This design comes from an exercise in tuning for small area and a short achievable clock period on the open sky130 flow, not from production work. At most, simulation tests tie the RTL to the original design; equivalence was not proved.

run 1:
## top
module top (
  input         clk,
  input         rst,
  input  [31:0] a,
  input  [31:0] b,
  output [67:0] y
);
For scale: roughly 16000 µm² of cells after synthesis.
Settings: LEC_CHECK=0, CAP_MARGIN=20, CORE_MARGIN=2, CORE_UTILIZATION=40, SLEW_MARGIN=70; clock period 12.0 ns.
standard.sh (not shown) runs the stock make flow with config.mk's settings and CLKGATE_MAP_FILE= SYNTH_SCRIPT=/design/flow/synth_recipe.tcl, a recipe that flattens the netlist after the stock synthesis.
==> flow/flow/run.sh <==
#!/bin/bash
# Own layout flow: the standard flow, with two changes.
#  1. After the standard synthesis, polarity.py removes inverters around the full adders
#     and orders each full adder's inputs by arrival time (a netlist rewrite that keeps
#     every register and the logic function).
#  2. Input ports get buf_4 buffers (each drives 16 gates) and output ports buf_1
#     buffers, instead of the default delay-buffer cells.
# Each tool's output goes to a log file of its own in this folder.
set -euo pipefail
here=$(pwd)
R=$here/orfs/results/$FLOW_PLATFORM/top/base
bash standard.sh "$R/1_2_yosys.v" > synth.log 2>&1
cp "$R/1_2_yosys.v" "$here/1_2_yosys.std.v"
python3 flow/polarity.py "$here/1_2_yosys.std.v" "$R/1_2_yosys.v" > polarity.log 2>&1
export BUFFER_PORTS_ARGS="-inputs -buffer_cell sky130_fd_sc_hd__buf_4"
export POST_GLOBAL_PLACE_TCL="$here/flow/outbuf.tcl"
bash standard.sh > layout.log 2>&1
==> flow/flow/outbuf.tcl <==
# Buffer the output ports (the input ports were buffered before global placement).
buffer_ports -outputs -buffer_cell sky130_fd_sc_hd__buf_1
Other scripts of this flow, unchanged in this note and not shown: flow/flow/polarity.py
Input-level comparison between run 2 and run 1:
==> flow/flow/run.sh <==
#!/bin/bash
# Own layout flow: the standard flow, with two changes.
#  1. After the standard synthesis, polarity.py removes inverters around the full adders
#     (a netlist rewrite that keeps every register and the logic function).
#  2. Port buffers are buf_2 cells instead of the default delay-buffer cells.
# Each tool's output goes to a log file of its own in this folder.
set -euo pipefail
here=$(pwd)
R=$here/orfs/results/$FLOW_PLATFORM/top/base
bash standard.sh "$R/1_2_yosys.v" > synth.log 2>&1
cp "$R/1_2_yosys.v" "$here/1_2_yosys.std.v"
python3 flow/polarity.py "$here/1_2_yosys.std.v" "$R/1_2_yosys.v" > polarity.log 2>&1
export BUFFER_PORTS_ARGS="-buffer_cell sky130_fd_sc_hd__buf_2"
bash standard.sh > layout.log 2>&1
--- a/flow/config.mk
+++ b/flow/config.mk
@@ -9,3 +9,4 @@
 export CORE_MARGIN = 2
-export CORE_UTILIZATION = 40
+export CORE_UTILIZATION = 60
+export PLACE_DENSITY = 0.75
 export SLEW_MARGIN = 70
removed: flow/flow/outbuf.tcl
Notes after the runs:
Relative to run 1, combined global-route utilization of all metal layers has increased by 8.7 points in run 2. Global-route met1 utilization | run 2 above run 1.
Modified inputs, run 3 compared to run 2
--- a/flow/config.mk
+++ b/flow/config.mk
@@ -9,4 +9,3 @@
 export CORE_MARGIN = 2
-export CORE_UTILIZATION = 60
-export PLACE_DENSITY = 0.75
+export CORE_UTILIZATION = 40
 export SLEW_MARGIN = 70
--- outcome ---
Run 3: all stages complete, timing, DRC and antenna checks passed. The global-route wire length before repair in run 3 is 1.06 times that in run 2. [compare] base=run 2 new=run 3: number of well taps higher, cell area after placement shows an increase of 1.5%, total routed wirelength up 5.2%, post-route fraction of the period consumed by the critical path shrank by 0.24 points.


## v44
top, a different RTL version from the one above (not shown whole).
Size in the first run: ~1700 cells after synthesis, about 110 flip-flops, roughly 17000 µm² of cells after synthesis.
Settings: LEC_CHECK=0, CAP_MARGIN=20, CORE_MARGIN=2, CORE_UTILIZATION=40, SLEW_MARGIN=70; clock period 12.0 ns.
run.sh (not shown) runs the stock make flow with config.mk's settings and CLKGATE_MAP_FILE= SYNTH_SCRIPT=/design/flow/synth_recipe.tcl, a recipe that flattens the netlist after the stock synthesis.
Stock flow here: none of the scripts above is used.
Modified inputs, v10 compared to v44
Settings: SLEW_MARGIN: 70 -> 90.
## What came out
- Looking at wire length on met2, v10 sits above v44.
- Setup TNS across v10 and v44: no real change.
The following lists how v14 was set up differently from v10:
Settings: changing SLEW_MARGIN from 90 to 20.
Findings:
v10 and v14 ended up with roughly the same storage element area.
Cell area | v14 vs v10 | v14 smaller
v14: no failed stages, no open violations at the end
Delta (v14 minus v10): wire length now smaller.
[inputs] v50 vs v14
Settings: putting ABC_CLOCK_PERIOD_IN_PS at 1500 where nothing was set.
v50 vs. v14: proportion of layout cells with a drive suffix above 1 ~0 delta; final non-filler cell area ~0 delta; post-route clock period utilization ~0 delta. v14 and v50 ended up with nearly the same stage delay of the slowest cell on the critical path. For arrival time of the worst setup path, v50 and v14 come out practically identical. v50 vs. v14: pin slew with the least headroom to its limit was more or less identical.


RTL: one of the versions met above, not the one the previous note started from.
For scale: ~1,400 cells after synthesis, about 130 I/O pins, ~0.016 mm2 of cells after synthesis.
Settings: LEC_CHECK=0, CAP_MARGIN=20, CORE_MARGIN=2, CORE_UTILIZATION=40, PLACE_DENSITY=0.75, SLEW_MARGIN=40; clock period 12.0 ns.
standard.sh (not shown) runs the stock make flow with config.mk's settings and CLKGATE_MAP_FILE= SYNTH_SCRIPT=/design/flow/synth_recipe.tcl, a recipe that flattens the netlist after the stock synthesis.
==> flow/flow/run.sh <==
#!/bin/bash
# Own layout flow: the standard flow, with two changes.
#  1. After the standard synthesis, polarity.py removes inverters around the full adders
#     and orders each full adder's inputs by arrival time (a netlist rewrite that keeps
#     every register and the logic function).
#  2. Input ports get buf_4 buffers (each drives 16 gates) and output ports buf_1
#     buffers, instead of the default delay-buffer cells.
# Each tool's output goes to a log file of its own in this folder.
set -euo pipefail
here=$(pwd)
R=$here/orfs/results/$FLOW_PLATFORM/top/base
bash standard.sh "$R/1_2_yosys.v" > synth.log 2>&1
cp "$R/1_2_yosys.v" "$here/1_2_yosys.std.v"
python3 flow/polarity.py "$here/1_2_yosys.std.v" "$R/1_2_yosys.v" > polarity.log 2>&1
export BUFFER_PORTS_ARGS="-inputs -buffer_cell sky130_fd_sc_hd__buf_4"
export POST_GLOBAL_PLACE_TCL="$here/flow/outbuf.tcl"
bash standard.sh > layout.log 2>&1
==> flow/flow/outbuf.tcl <==
# Buffer the output ports (the input ports were buffered before global placement).
buffer_ports -outputs -buffer_cell sky130_fd_sc_hd__buf_1
Other scripts of this flow, unchanged in this note and not shown: flow/flow/polarity.py
The first run went through all stages and came out clean.
Rerun with:
==> flow/flow/run.sh (replaced) <==
#!/bin/bash
# Own layout flow: the standard flow, with two changes.
#  1. After the standard synthesis, polarity.py removes inverters around the full adders
#     (a netlist rewrite that keeps every register and the logic function).
#  2. Port buffers are buf_2 cells instead of the default delay-buffer cells.
# Each tool's output goes to a log file of its own in this folder.
set -euo pipefail
here=$(pwd)
R=$here/orfs/results/$FLOW_PLATFORM/top/base
bash standard.sh "$R/1_2_yosys.v" > synth.log 2>&1
cp "$R/1_2_yosys.v" "$here/1_2_yosys.std.v"
python3 flow/polarity.py "$here/1_2_yosys.std.v" "$R/1_2_yosys.v" > polarity.log 2>&1
export BUFFER_PORTS_ARGS="-buffer_cell sky130_fd_sc_hd__buf_2"
bash standard.sh > layout.log 2>&1
PLACE_DENSITY = not set   (was 0.75)
removed: flow/flow/outbuf.tcl
The changed run produced a clean layout; wire length drops slightly; synthesized area stays the same; clock-buffer cell count climbs by 1; hold slack is worse by 0.023 ns; cell area drops slightly; flip-flop and latch count is unchanged; die area does not change.
Rerun with:
==> flow/flow/run.sh (replaced) <==
#!/bin/bash
# Own layout flow: the standard flow, with two changes.
#  1. After the standard synthesis, polarity.py removes inverters around the full adders
#     and orders each full adder's inputs by arrival time (a netlist rewrite that keeps
#     every register and the logic function).
#  2. Input ports get buf_4 buffers (each drives 16 gates) and output ports buf_1
#     buffers, instead of the default delay-buffer cells.
# Each tool's output goes to a log file of its own in this folder.
set -euo pipefail
here=$(pwd)
R=$here/orfs/results/$FLOW_PLATFORM/top/base
bash standard.sh "$R/1_2_yosys.v" > synth.log 2>&1
cp "$R/1_2_yosys.v" "$here/1_2_yosys.std.v"
python3 flow/polarity.py "$here/1_2_yosys.std.v" "$R/1_2_yosys.v" > polarity.log 2>&1
export BUFFER_PORTS_ARGS="-inputs -buffer_cell sky130_fd_sc_hd__buf_4"
export POST_GLOBAL_PLACE_TCL="$here/flow/outbuf.tcl"
bash standard.sh > layout.log 2>&1
==> flow/flow/outbuf.tcl (new file) <==
# Buffer the output ports (the input ports were buffered before global placement).
buffer_ports -outputs -buffer_cell sky130_fd_sc_hd__buf_1
SLEW_MARGIN = 55   (was 40)
The new run ran to the end with no violations.
Wire length climbs slightly.
Design area climbs slightly.
Sequential share of layout area drops by 0.11 points.
Via count hardly moves.
Fmax climbs by a few percent.
Final cell count stays flat.
Die area does not change.
Synthesized cell count stays the same.
Non-clock buffer count stays the same.
Clock-buffer cell count drops by 1.
Rerun with:
GPL_TIMING_DRIVEN = 0   (was not set)
SLEW_MARGIN = 40   (was 55)
What happened: The new run finished clean; count of clock-buffer cells in the layout stays the same; cell area is higher by 2.6%; sequential share of layout area drops by 0.41 points; cell count goes up by 4.7%; worst hold slack loses 0.047 ns; utilization rose by 1.2 points.


top, a different RTL version from the one above (not shown whole).
Size in the first run: about 64 flip-flops.
==> flow/design.v (excerpt) <==
module top (
  input         clk,
  input         rst,
  input  [31:0] a,
  input  [31:0] b,
  output [67:0] y
);
make LEC_CHECK=0 CAP_MARGIN=20 CORE_MARGIN=2 CORE_UTILIZATION=40 SETUP_SLACK_MARGIN=5 SLEW_MARGIN=20 finish   # period 12.0 ns
run.sh (not shown) runs the stock make flow with config.mk's settings and CLKGATE_MAP_FILE= SYNTH_SCRIPT=/design/flow/synth_recipe.tcl, a recipe that flattens the netlist after the stock synthesis.
Stock flow here: none of the scripts above is used.
Edit:
SETUP_SLACK_MARGIN = default   (was 5)
Effect: Setup slack gets worse by 1.0 ns. Wire length falls by 13%. Global-route usage fell by 2.5 points. Sequential share of layout area came out higher by 0.31 points. Final cell count falls by 6.9%.
No functional check of the RTL was part of any run of this note.


top, a different RTL version from the one above (not shown whole).
Size in the first run: roughly 1400 cells after synthesis, roughly 16000 µm² of cells after synthesis.
==> flow/config.mk <==
export PLATFORM = sky130hd
export DESIGN_NAME = top
export DESIGN_NICKNAME = top
export VERILOG_FILES = /design/flow/design.v
export SDC_FILE = /design/flow/constraint.sdc
export NUM_CORES = 4
export LEC_CHECK = 0
export CAP_MARGIN = 20
export CORE_MARGIN = 2
export CORE_UTILIZATION = 40
export SLEW_MARGIN = 40
==> flow/constraint.sdc <==
create_clock -name core_clock -period 12.0 [get_ports {clk}]
set_input_delay 2.4000 -clock core_clock [delete_from_list [all_inputs] [get_ports {clk}]]
set_output_delay 2.4000 -clock core_clock [all_outputs]
set_load 0.01 [all_outputs]
standard.sh (not shown) runs the stock make flow with config.mk's settings and CLKGATE_MAP_FILE= SYNTH_SCRIPT=/design/flow/synth_recipe.tcl, a recipe that flattens the netlist after the stock synthesis.
==> flow/flow/run.sh <==
#!/bin/bash
# Own layout flow: the standard flow, with two changes.
#  1. After the standard synthesis, polarity.py removes inverters around the full adders
#     and orders each full adder's inputs by arrival time (a netlist rewrite that keeps
#     every register and the logic function).
#  2. Input ports get buf_4 buffers (each drives 16 gates) and output ports buf_1
#     buffers, instead of the default delay-buffer cells.
# Each tool's output goes to a log file of its own in this folder.
set -euo pipefail
here=$(pwd)
R=$here/orfs/results/$FLOW_PLATFORM/top/base
bash standard.sh "$R/1_2_yosys.v" > synth.log 2>&1
cp "$R/1_2_yosys.v" "$here/1_2_yosys.std.v"
python3 flow/polarity.py "$here/1_2_yosys.std.v" "$R/1_2_yosys.v" > polarity.log 2>&1
export BUFFER_PORTS_ARGS="-inputs -buffer_cell sky130_fd_sc_hd__buf_4"
export POST_GLOBAL_PLACE_TCL="$here/flow/outbuf.tcl"
bash standard.sh > layout.log 2>&1
Other scripts of this flow, unchanged in this note and not shown: flow/flow/outbuf.tcl, flow/flow/polarity.py
The starting point finished with timing, DRC and antenna clean.
Edit:
--- a/flow/flow/run.sh
+++ b/flow/flow/run.sh
@@ -16,2 +16,3 @@
 export POST_GLOBAL_PLACE_TCL="$here/flow/outbuf.tcl"
+export SETUP_SLACK_MARGIN=7.2
 bash standard.sh > layout.log 2>&1
Outcome: Via count rises by 13%. Setup slack is better by 230 ps. Fmax goes up by 4.5%. Synthesized cell count is unchanged. Utilization grows by 12 points. Hold slack gets better by 150 ps. Sequential share of layout area shrinks by 3.4 points. Count of clock-buffer cells in the layout drops by 1. Flip-flop and latch count does not change.
No functional check of the RTL was part of any run of this note.


top with an RTL version that a note above also has.
Size in the first run: ~1400 cells after synthesis, roughly 130 I/O pins, ~0.016 mm² of cells after synthesis.
==> flow/config.mk <==
export PLATFORM = sky130hd
export DESIGN_NAME = top
export DESIGN_NICKNAME = top
export VERILOG_FILES = /design/flow/design.v
export SDC_FILE = /design/flow/constraint.sdc
export NUM_CORES = 4
export LEC_CHECK = 0
export CAP_MARGIN = 20
export CORE_MARGIN = 2
export CORE_UTILIZATION = 40
export SLEW_MARGIN = 20
==> flow/constraint.sdc <==
create_clock -name core_clock -period 12.0 [get_ports {clk}]
set_input_delay 2.4000 -clock core_clock [delete_from_list [all_inputs] [get_ports {clk}]]
set_output_delay 2.4000 -clock core_clock [all_outputs]
set_load 0.01 [all_outputs]
==> flow/flow/run.sh <==
#!/bin/bash
# Own layout flow: the standard flow, with two changes.
#  1. After the standard synthesis, polarity.py removes inverters around the full adders
#     and orders each full adder's inputs by arrival time (a netlist rewrite that keeps
#     every register and the logic function).
#  2. Input ports get buf_4 buffers (each drives 16 gates) and output ports buf_1
#     buffers, instead of the default delay-buffer cells.
# Each tool's output goes to a log file of its own in this folder.
set -euo pipefail
here=$(pwd)
R=$here/orfs/results/$FLOW_PLATFORM/top/base
bash standard.sh "$R/1_2_yosys.v" > synth.log 2>&1
cp "$R/1_2_yosys.v" "$here/1_2_yosys.std.v"
python3 flow/polarity.py "$here/1_2_yosys.std.v" "$R/1_2_yosys.v" > polarity.log 2>&1
export BUFFER_PORTS_ARGS="-inputs -buffer_cell sky130_fd_sc_hd__buf_4"
export POST_GLOBAL_PLACE_TCL="$here/flow/outbuf.tcl"
bash standard.sh > layout.log 2>&1
Other scripts of this flow, unchanged in this note and not shown: flow/flow/outbuf.tcl, flow/flow/polarity.py
Rerun with:
- SLEW_MARGIN: 20 -> 40
Effect: Routed wire length barely changes. Final area stays flat. Worst hold slack barely changes. Setup slack gets worse by 0.0057 ns. Final cell count stays the same. Die area does not change. Via count went up by about 0.33%.

-- separate check: timing with driven ports --
In the flow no input, the clock included, has a driving cell. The finished layouts below were timed again as built, in two steps.
Step 1 assumes that a clkbuf_16 drives the clock port and a buf_2 every other input.
Step 2 also shifts input and output timing later by t, the mid clock arrival at the registers, as if the neighbouring blocks saw the same clock.
a / b / c = ideal ports / drivers / drivers and shift; a / b = the first two.
| run | t (ns) | setup slack, ns | hold WS [ns] | worst setup path at the end |
|---|---|---|---|---|
| run 1 | 0.417 | 6.644 / 6.635 / 6.217 | 2.008 / 1.981 / 2.399 | input to register |
| run 2 | 0.409 | 6.487 / 6.504 / 6.095 | 2.008 / 1.979 / 2.388 | input to register |
| run 3 | 0.423 | 6.516 / 6.504 / 6.081 | 2.005 / 1.972 / 2.395 | input to register |
| v44 | 0.453 | 6.102 / 6.109 / 5.656 | 2.440 / 2.405 / 2.858 | input to register |
| v10 | 0.450 | 0.735 / 0.679 / 1.129 | 1.893 / 1.859 / 2.309 | register to output |
| v14 | 0.453 | 5.717 / 5.735 / 5.282 | 2.480 / 2.447 / 2.900 | input to register |
| v50 | 0.453 | 5.717 / 5.735 / 5.282 | 2.480 / 2.447 / 2.900 | input to register |
| the first run of note 3 | 0.417 | 6.642 / 6.646 / 6.229 | 2.110 / 2.086 / 2.503 | input to register |
| the second run of note 3 | 0.421 | 6.508 / 6.504 / 6.083 | 2.087 / 2.055 / 2.477 | input to register |
| the third run of note 3 | 0.416 | 6.644 / 6.629 / 6.212 | 2.037 / 2.012 / 2.429 | input to register |
| the fourth run of note 3 | 0.430 | 5.990 / 6.014 / 5.584 | 1.990 / 1.970 / 2.400 | input to register |
| the first run of note 4 | 0.396 | 4.302 / 4.254 / 4.650 | 2.455 / 2.430 / 2.826 | register to output |
| the second run of note 4 | 0.400 | 3.296 / 3.247 / 3.648 | 2.431 / 2.406 / 2.807 | register to output |
| the first run of note 5 | 0.423 | 6.683 / 6.698 / 6.275 | 2.089 / 2.060 / 2.483 | input to register |
| the second run of note 5 | 0.423 | 6.912 / 6.802 / 6.379 | 2.242 / 2.216 / 2.639 | input to register |
| the first run of note 6 | 0.418 | 6.649 / 6.630 / 6.212 | 2.100 / 2.073 / 2.491 | input to register |
| the second run of note 6 | 0.419 | 6.643 / 6.631 / 6.212 | 2.103 / 2.075 / 2.494 | input to register |
After both steps setup and hold are still met in every run listed. The setup slack of the second run of note 5, which loses most, moves by -0.110 ns with the drivers and by -0.533 ns with both steps.
